Background: an optimization exercise with open tools, aiming at small area. Do not read the settings as production practice. At most, simulation tests tie the RTL to the original design; equivalence was not proved. Power figures rest on the tool's default switching activity, not on a simulated workload.

Setup of the reference run:
==> flow/design.v (excerpt) <==
module tlb #(
    parameter TLBNUM = 16
    ) (
    input   wire                        clk,
    input   wire [              18:0]   s_vpn_1,
    input   wire                        s_odd_1,
    input   wire [              7 :0]   s_asid_1,
    output  wire                        s_found_1,
    output  wire [$clog2(TLBNUM)-1:0]   s_index_1,
    output  wire [              19:0]   s_pfn_1,
    output  wire [              2 :0]   s_c_1,
    output  wire                        s_d_1,
    output  wire                        s_v_1,
    input   wire [              18:0]   s_vpn_2,
    input   wire                        s_odd_2,
    input   wire [              7 :0]   s_asid_2,
    output  wire                        s_found_2,
    output  wire [$clog2(TLBNUM)-1:0]   s_index_2,
    output  wire [              19:0]   s_pfn_2,
    output  wire [              2 :0]   s_c_2,
    output  wire                        s_d_2,
    output  wire                        s_v_2,
    input   wire                        we,
    input   wire [$clog2(TLBNUM)-1:0]   w_index,
    input   wire [              18:0]   w_vpn,
    input   wire [              7 :0]   w_asid,
    input   wire                        w_g,
    input   wire [              19:0]   w_pfn0,
    input   wire [              2 :0]   w_c0,
    input   wire                        w_d0,
    input   wire                        w_v0,
    input   wire [              19:0]   w_pfn1,
    input   wire [              2 :0]   w_c1,
    input   wire                        w_d1,
    input   wire                        w_v1,
    input   wire [$clog2(TLBNUM)-1:0]   r_index,
    output  wire [              18:0]   r_vpn,
    output  wire [              7 :0]   r_asid,
    output  wire                        r_g,
    output  wire [              19:0]   r_pfn0,
    output  wire [              2 :0]   r_c0,
    output  wire                        r_d0,
    output  wire                        r_v0,
    output  wire [              19:0]   r_pfn1,
    output  wire [              2 :0]   r_c1,
    output  wire                        r_d1,
    output  wire                        r_v1
);
==> module tlb, before the edit <==
module tlb #(
    parameter TLBNUM = 16
    ) (
    input   wire                        clk,
    input   wire [              18:0]   s_vpn_1,
    input   wire                        s_odd_1,
    input   wire [              7 :0]   s_asid_1,
    output  wire                        s_found_1,
    output  wire [$clog2(TLBNUM)-1:0]   s_index_1,
    output  wire [              19:0]   s_pfn_1,
    output  wire [              2 :0]   s_c_1,
    output  wire                        s_d_1,
    output  wire                        s_v_1,
    input   wire [              18:0]   s_vpn_2,
    input   wire                        s_odd_2,
    input   wire [              7 :0]   s_asid_2,
    output  wire                        s_found_2,
    output  wire [$clog2(TLBNUM)-1:0]   s_index_2,
    output  wire [              19:0]   s_pfn_2,
    output  wire [              2 :0]   s_c_2,
    output  wire                        s_d_2,
    output  wire                        s_v_2,
    input   wire                        we,
    input   wire [$clog2(TLBNUM)-1:0]   w_index,
    input   wire [              18:0]   w_vpn,
    input   wire [              7 :0]   w_asid,
    input   wire                        w_g,
    input   wire [              19:0]   w_pfn0,
    input   wire [              2 :0]   w_c0,
    input   wire                        w_d0,
    input   wire                        w_v0,
    input   wire [              19:0]   w_pfn1,
    input   wire [              2 :0]   w_c1,
    input   wire                        w_d1,
    input   wire                        w_v1,
    input   wire [$clog2(TLBNUM)-1:0]   r_index,
    output  wire [              18:0]   r_vpn,
    output  wire [              7 :0]   r_asid,
    output  wire                        r_g,
    output  wire [              19:0]   r_pfn0,
    output  wire [              2 :0]   r_c0,
    output  wire                        r_d0,
    output  wire                        r_v0,
    output  wire [              19:0]   r_pfn1,
    output  wire [              2 :0]   r_c1,
    output  wire                        r_d1,
    output  wire                        r_v1
);
    localparam W = 78;
    reg     [W-1:0]     ent [TLBNUM-1:0];
    always @(posedge clk) begin
        if (we)
            ent[w_index] <= {w_vpn, w_asid, w_g, w_pfn0, w_c0, w_d0, w_v0,
                             w_pfn1, w_c1, w_d1, w_v1};
    end
    wire    [TLBNUM-1:0]    rsel;
    wire    [W-1:0]         rd;
    genvar i, b;
    generate
        for (i = 0; i < TLBNUM; i = i + 1) begin : g_rsel
            assign rsel[i] = (r_index == i);
        end
        for (b = 0; b < W; b = b + 1) begin : g_rd
            sel16 u_rd (
                .s(rsel),
                .d({ent[15][b], ent[14][b], ent[13][b], ent[12][b],
                    ent[11][b], ent[10][b], ent[9][b],  ent[8][b],
                    ent[7][b],  ent[6][b],  ent[5][b],  ent[4][b],
                    ent[3][b],  ent[2][b],  ent[1][b],  ent[0][b]}),
                .y(rd[b])
            );
        end
    endgenerate
    assign {r_vpn, r_asid, r_g, r_pfn0, r_c0, r_d0, r_v0,
            r_pfn1, r_c1, r_d1, r_v1} = rd;
    wire    [TLBNUM-1:0]    m1, m2;
    wire    [2*TLBNUM-1:0]  q1, q2;      
    wire    [24:0]          o1, o2;
    generate
        for (i = 0; i < TLBNUM; i = i + 1) begin : g_match
            wire [18:0] vpn  = ent[i][77:59];
            wire [7:0]  asid = ent[i][58:51];
            wire        g    = ent[i][50];
            assign m1[i] = (s_vpn_1 == vpn) && (g || (s_asid_1 == asid));
            assign m2[i] = (s_vpn_2 == vpn) && (g || (s_asid_2 == asid));
            assign q1[i]          = m1[i] & ~s_odd_1;
            assign q1[TLBNUM + i] = m1[i] &  s_odd_1;
            assign q2[i]          = m2[i] & ~s_odd_2;
            assign q2[TLBNUM + i] = m2[i] &  s_odd_2;
        end
        for (b = 0; b < 25; b = b + 1) begin : g_so
            wire [2*TLBNUM-1:0] d = {
                ent[15][b], ent[14][b], ent[13][b], ent[12][b],
                ent[11][b], ent[10][b], ent[9][b],  ent[8][b],
                ent[7][b],  ent[6][b],  ent[5][b],  ent[4][b],
                ent[3][b],  ent[2][b],  ent[1][b],  ent[0][b],
                ent[15][25+b], ent[14][25+b], ent[13][25+b], ent[12][25+b],
                ent[11][25+b], ent[10][25+b], ent[9][25+b],  ent[8][25+b],
                ent[7][25+b],  ent[6][25+b],  ent[5][25+b],  ent[4][25+b],
                ent[3][25+b],  ent[2][25+b],  ent[1][25+b],  ent[0][25+b]};
            sel32 u_o1 (.s(q1), .d(d), .y(o1[b]));
            sel32 u_o2 (.s(q2), .d(d), .y(o2[b]));
        end
    endgenerate
    assign s_found_1 = |m1;
    assign s_found_2 = |m2;
    assign {s_pfn_1, s_c_1, s_d_1, s_v_1} = o1;
    assign {s_pfn_2, s_c_2, s_d_2, s_v_2} = o2;
    encoder16 en0 (.in(m1), .out(s_index_1));
    encoder16 en1 (.in(m2), .out(s_index_2));
endmodule
Settings: LEC_CHECK=0, CAP_MARGIN=20, CORE_MARGIN=2, CORE_UTILIZATION=45, PLACE_DENSITY=0.6, SETUP_SLACK_MARGIN=0.0, SLEW_MARGIN=20, SYNTH_HIERARCHICAL=1; clock period 10.0 ns.
standard.sh (not shown) runs the stock make flow with config.mk's settings and CLKGATE_MAP_FILE= SYNTH_SCRIPT=/design/flow/synth_recipe.tcl, a recipe that flattens the netlist after the stock synthesis.
==> flow/flow/run.sh <==
#!/bin/bash
# Standard ORFS layout, with two changes: port buffers use the smallest buffer, and the clock
# tree uses small buffers and no dummy loads. Each tool's log stays under orfs/logs/; make's
# own output goes to flow_make.log in the work folder.
set -euo pipefail
cd "$(dirname "$0")/.."
CTS="-sink_clustering_enable -repair_clock_nets -dont_use_dummy_load -buf_list sky130_fd_sc_hd__clkbuf_4 -sink_clustering_size 8 -sink_clustering_max_diameter 40"
bash standard.sh \
  "BUFFER_PORTS_ARGS=-buffer_cell sky130_fd_sc_hd__buf_1" \
  "CTS_ARGS=$CTS" \
  finish > flow_make.log 2>&1
Modified inputs, the trial run compared to the reference run
--- a/flow/design.v
+++ b/flow/design.v
@@ -92,12 +92,12 @@
             wire [18:0] vpn  = ent[i][77:59];
             wire [7:0]  asid = ent[i][58:51];
             wire        g    = ent[i][50];
-            assign m1[i] = (s_vpn_1 == vpn) && (g || (s_asid_1 == asid));
-            assign m2[i] = (s_vpn_2 == vpn) && (g || (s_asid_2 == asid));
-            assign q1[i]          = m1[i] & ~s_odd_1;
-            assign q1[TLBNUM + i] = m1[i] &  s_odd_1;
-            assign q2[i]          = m2[i] & ~s_odd_2;
-            assign q2[TLBNUM + i] = m2[i] &  s_odd_2;
+            match_ent u_m1 (.kv(s_vpn_1), .ka(s_asid_1), .odd(s_odd_1),
+                            .ev(vpn), .ea(asid), .g(g),
+                            .m(m1[i]), .me(q1[i]), .mo(q1[TLBNUM + i]));
+            match_ent u_m2 (.kv(s_vpn_2), .ka(s_asid_2), .odd(s_odd_2),
+                            .ev(vpn), .ea(asid), .g(g),
+                            .m(m2[i]), .me(q2[i]), .mo(q2[TLBNUM + i]));
         end
         for (b = 0; b < 25; b = b + 1) begin : g_so
             wire [2*TLBNUM-1:0] d = {
@@ -120,6 +120,36 @@
     encoder16 en0 (.in(m1), .out(s_index_1));
     encoder16 en1 (.in(m2), .out(s_index_2));
 endmodule
+module match_ent (
+    input   wire [18:0] kv,
+    input   wire [7:0]  ka,
+    input   wire        odd,
+    input   wire [18:0] ev,
+    input   wire [7:0]  ea,
+    input   wire        g,
+    output  wire        m,
+    output  wire        me,
+    output  wire        mo
+);
+    wire [18:0] xv = kv ^ ev;        
+    wire [7:0]  xa = ka ^ ea;        
+    wire [3:0]  pv;                  
+    wire        pvn;                 
+    wire [1:0]  pa;                  
+    wire        abad, nv;
+    assign pv[0] = ~|xv[3:0];
+    assign pv[1] = ~|xv[7:4];
+    assign pv[2] = ~|xv[11:8];
+    assign pv[3] = ~|xv[15:12];
+    assign pvn   = |xv[18:16];
+    assign pa[0] = ~|xa[3:0];
+    assign pa[1] = ~|xa[7:4];
+    assign abad  = ~((pa[0] & pa[1]) | g);
+    assign nv    = ~&pv;
+    assign m     = ~(nv | pvn | abad);
+    assign me    = ~(nv | pvn | abad | odd);
+    assign mo    = ~(nv | pvn | abad | ~odd);
+endmodule
 module sel16 (
     input   wire [15:0] s,
     input   wire [15:0] d,
@@ -172,6 +202,18 @@
 module nand4g (input wire a, input wire b, input wire c, input wire d, output wire y);
     assign y = ~(a & b & c & d);
 endmodule
+module nor4g (input wire a, input wire b, input wire c, input wire d, output wire y);
+    assign y = ~(a | b | c | d);
+endmodule
+module nor3g (input wire a, input wire b, input wire c, output wire y);
+    assign y = ~(a | b | c);
+endmodule
+module or3g (input wire a, input wire b, input wire c, output wire y);
+    assign y = a | b | c;
+endmodule
+module a21oig (input wire a1, input wire a2, input wire b, output wire y);
+    assign y = ~((a1 & a2) | b);
+endmodule
 module and4g (input wire a, input wire b, input wire c, input wire d, output wire y);
     assign y = a & b & c & d;
 endmodule
[summary]
- Changes observed in the trial run relative to the reference run: static power due to leakage rose 0.26 nW, fraction of standard cell area in multi-input logic saw an increase, post-detailed-routing wire length lower.
- Utilization, the reference run and the trial run: higher on the trial run
- The trial run reports a higher cell area after layout than the reference run does.
- Compared with the reference run, in the trial run global-route usage over all layers decreased 2.8 points; count of cell types in the netlist decreased 9; placement row count decreased 1.5%.
- Comparing cell area after synthesis for the reference run and the trial run, the smaller number came from the trial run.
- The trial run vs. the reference run: synthesized cell count went down by 0.44%.
- Looking at wire length of the first global-routing pass, the trial run sits 6.1% below the reference run.
No functional check of the RTL was part of the trial run.

==> re-timing with driven ports <==
The flow's constraints put no driver on any port. The routed layouts listed below were extracted and timed again, unchanged, in two steps. Step 1, drivers: a clkbuf_16 drives clk and a buf_2 each remaining input, both assumed. Step 2 times the ports against the registers' clock, not the clock port: input delays grow and output delays shrink by t, the midpoint of the rising clock arrivals with the driver on. Slacks: no drivers / after step 1 / after step 2; pairs: no drivers / after step 1.
| run | shift t [ns] | setup slack, ns | worst setup path after step 2 | clock arrival spread, ns |
|---|---|---|---|---|
| the reference run | 1.307 | 1.100 / 1.072 / 1.072 | input to output | 0.188 / 0.188 |
| the trial run | 1.344 | 2.257 / 2.233 / 2.233 | input to output | 0.184 / 0.184 |
After both steps setup and hold are still met in every run listed. For the reference run, which loses most, drivers alone change the setup slack by -0.028 ns; drivers and shift together by -0.028 ns.
